This design comes from an exercise in tuning for small area and a short achievable clock period on the open sky130 flow, not from production work.
Function was checked by simulation only, so behaviour that the tests miss may differ from the original.
No activity file was given, so power comes from the tool's default toggle rates.

v19:
Design Top_Module, start of the top module:
module Top_Module(
    input clk,
    input wire [31:0] Num1,
    input wire [31:0] Num2,
    output reg [31:0] out
);
Size in the first run: ~1900 cells after synthesis, roughly 97 I/O pins, ~0.021 sq mm of cells after synthesis.
==> flow/config.mk <==
export PLATFORM = sky130hd
export DESIGN_NAME = Top_Module
export DESIGN_NICKNAME = Top_Module
export VERILOG_FILES = /design/flow/design.v
export SDC_FILE = /design/flow/constraint.sdc
export NUM_CORES = 4
export LEC_CHECK = 0
export CAP_MARGIN = 5
export CORE_MARGIN = 2
export CORE_UTILIZATION = 55
export CTS_CLUSTER_DIAMETER = 120
export CTS_CLUSTER_SIZE = 30
export SLEW_MARGIN = 5
export SYNTH_HIERARCHICAL = 1
export SYNTH_MINIMUM_KEEP_SIZE = 0
==> flow/constraint.sdc <==
create_clock -name core_clock -period 11.0 [get_ports {clk}]
set_input_delay 2.2000 -clock core_clock [delete_from_list [all_inputs] [get_ports {clk}]]
set_output_delay 2.2000 -clock core_clock [all_outputs]
set_load 0.01 [all_outputs]
standard.sh (not shown) runs the stock make flow with config.mk's settings and CLKGATE_MAP_FILE= SYNTH_SCRIPT=/design/flow/synth_recipe.tcl, a recipe that flattens the netlist after the stock synthesis.
==> flow/flow/run.sh <==
#!/bin/bash
# Standard layout (the standard.sh) with two changes to how it is made:
# port buffers use buf_2 instead of the default delay-cell choice, and timing
# repair aims for a setup slack of 7.85 ns instead of 0. The clock period and
# all constraints are unchanged. Full tool output goes to standard.log.
bash standard.sh SETUP_SLACK_MARGIN=7.85 "BUFFER_PORTS_ARGS=-buffer_cell sky130_fd_sc_hd__buf_2" finish > standard.log 2>&1
#### Input delta (v27 over v19)
diff --git a/flow/design.v b/flow/design.v
--- a/flow/design.v
+++ b/flow/design.v
@@ -1,36 +1,36 @@
 module Top_Module(
     input clk,
     input wire [31:0] Num1,
     input wire [31:0] Num2,
     output reg [31:0] out
 );
     wire [24:0] be = {1'b1, Num2[22:0], 1'b0};
     reg [11:0] bo, bt, bn;         
     reg [22:0] ma;
     reg [7:0]  ea1, eb1;
-    reg        fa1, fb1, s1;
+    reg        s1;
     integer k;
     always @(posedge clk) begin
         for (k = 0; k < 12; k = k + 1) begin
             bo[k] <= be[2*k+1] ^ be[2*k];
             bt[k] <= (be[2*k+2] & ~be[2*k+1] & ~be[2*k]) | (~be[2*k+2] & be[2*k+1] & be[2*k]);
             bn[k] <= be[2*k+2];
         end
         ma  <= Num1[22:0];
         ea1 <= Num1[30:23];
         eb1 <= Num2[30:23];
-        fa1 <= (Num1[22:0] == 23'd0);
-        fb1 <= (Num2[22:0] == 23'd0);
         s1  <= Num1[31] ^ Num2[31];
     end
+    wire fa1 = (ma == 23'd0);
+    wire fb1 = ~(|bo) & ~(|bt[10:0]);
     wire zero1 = (ea1 == 8'h00);
     wire zero2 = (eb1 == 8'h00);
     wire max1  = (ea1 == 8'hFF);
     wire max2  = (eb1 == 8'hFF);
     wire inf1  = max1 & fa1;
     wire inf2  = max2 & fb1;
     wire is_nan = (max1 & ~fa1) | (max2 & ~fb1) | (inf1 & zero2) | (inf2 & zero1);
     wire is_inf = inf1 | inf2;
     wire is_zero = zero1 | zero2;
     wire [9:0] esum = {2'b00, ea1} + {2'b00, eb1} - 10'd127;
     wire [9:0] e2 = (is_nan | is_inf) ? 10'd383 : is_zero ? 10'h380 : esum;
@@ -837,22 +837,25 @@
     wire f241_s, f241_c;
     fa u_f241 (.a(ma[21]), .b(sn_10), .c(pp_11_23), .s(f241_s), .co(f241_c));
     wire h3_s, h3_c;
     ha u_h3 (.a(f239_c), .b(f241_s), .s(h3_s), .co(h3_c));
     wire f242_s = ~(ma[22] ^ pp_11_24);
     wire f242_c = ma[22] | pp_11_24;
     wire f243_s, f243_c;
     fa u_f243 (.a(f242_s), .b(f241_c), .c(h3_c), .s(f243_s), .co(f243_c));
     wire f244_s = ~(sn_11 ^ f242_c);
     wire f244_c = sn_11 | f242_c;
     wire [8:0] lsum = {1'b0, h2_s, f6_s, f3_s, f1_s, h0_s, f0_s, pp_0_1, bn[0]} + {1'b0, f6_c, 1'b0, 1'b0, h1_s, f0_c, 1'b0, 1'b0, pp_0_0};
+    wire [7:0] lx = {h2_s, f6_s, f3_s, f1_s, h0_s, f0_s, pp_0_1, bn[0]};
+    wire [7:0] ly = {f6_c, 1'b0, 1'b0, h1_s, f0_c, 1'b0, 1'b0, pp_0_0};
+    wire lsz = (lx[0] ^ ly[0]) | (|((lx[7:1] ^ ly[7:1]) ^ (lx[6:0] | ly[6:0])));
     reg q8_0, q8_1, q8_2, q9_0, q9_1, q10_0, q10_1, q11_0, q11_1, q12_0, q12_1, q13_0, q13_1, q14_0, q14_1, q15_0, q15_1, q16_0, q16_1, q17_0, q17_1, q18_0, q18_1, q19_0, q19_1, q19_2, q19_3, q20_0, q20_1, q20_2, q21_0, q21_1, q21_2, q22_0, q22_1, q22_2, q23_0, q23_1, q23_2, q24_0, q24_1, q24_2, q24_3, q25_0, q25_1, q25_2, q26_0, q26_1, q26_2, q27_0, q27_1, q27_2, q27_3, q28_0, q28_1, q28_2, q29_0, q29_1, q29_2, q29_3, q30_0, q30_1, q30_2, q31_0, q31_1, q31_2, q31_3, q32_0, q32_1, q32_2, q33_0, q33_1, q34_0, q34_1, q35_0, q35_1, q35_2, q36_0, q36_1, q37_0, q37_1, q37_2, q38_0, q38_1, q39_0, q39_1, q39_2, q40_0, q40_1, q41_0, q42_0, q42_1, q42_2, q43_0, q44_0, q44_1, q44_2, q45_0, q45_1, q46_0, q47_0, q47_1;
     reg        s2, n2;
     reg [9:0]  x2;
     reg        lc2, ls2;
     always @(posedge clk) begin
         q8_0 <= f10_s;
         q8_1 <= f11_s;
         q8_2 <= f9_s;
         q9_0 <= f14_s;
         q9_1 <= f9_c;
         q10_0 <= f14_c;
@@ -945,23 +948,23 @@
         q42_2 <= f232_c;
         q43_0 <= f238_s;
         q44_0 <= f237_c;
         q44_1 <= f240_s;
         q44_2 <= f238_c;
         q45_0 <= h3_s;
         q45_1 <= f240_c;
         q46_0 <= f243_s;
         q47_0 <= f244_s;
         q47_1 <= f243_c;
         lc2 <= lsum[8];
-        ls2 <= |lsum[7:0];
+        ls2 <= lsz;
         s2 <= s1 & ~is_nan;
         n2 <= is_nan;
         x2 <= e2;
     end
     wire mf245_s, mf245_c;
     fa u_mf245 (.a(q8_0), .b(q8_1), .c(q8_2), .s(mf245_s), .co(mf245_c));
     wire mh4_s, mh4_c;
     ha u_mh4 (.a(q9_0), .b(q9_1), .s(mh4_s), .co(mh4_c));
     wire mf246_s, mf246_c;
     fa u_mf246 (.a(q10_0), .b(q10_1), .c(mh4_c), .s(mf246_s), .co(mf246_c));
     wire mh5_s, mh5_c;
v27: no failed stages, no open violations at the end
For clock transition at the registers of the reported paths, v19 and v27 come out practically identical.
Compared with v19, in v27 area taken by flip-flops and latches lost about 1%; proportion of power drawn by flip-flops and latches lost 1.0 points; number of vias in the routed layout picked up an extra 362; final period demand of the worst path neither gained nor lost much; area inside the core boundary neither gained nor lost much.
Going from v19 to v27, final total power went up, non-clock buffer count went up, multiplexer fraction of the synthesized cell area went down.

separate check: timing with driven ports:
The results above use ideal ports. As a check the final layouts listed here were re-extracted and re-timed, cells and wires unchanged.
Step 1 assumes that a clkbuf_16 drives the clock port and a buf_2 every other input.
Step 2 times the ports against the registers' clock, not the clock port: input delays grow and output delays shrink by t, the midpoint of the rising clock arrivals with the driver on.
a / b / c = no drivers / after step 1 / after step 2; a / b = the first two.
run	t, ns	setup slack, ns	worst hold slack (ns)	latest minus earliest clock arrival (ns)	worst data-port slew with drivers (ns)
v19	0.573	7.814 / 7.780 / 7.480	0.337 / 0.337 / 0.337	0.037 / 0.037	0.04
v27	0.575	7.812 / 7.766 / 7.812	0.334 / 0.334 / 0.334	0.026 / 0.025	0.05
After both steps every run listed still meets setup and hold. For v19, which loses most, drivers alone change the setup slack by -0.034 ns; drivers and shift together by -0.334 ns.
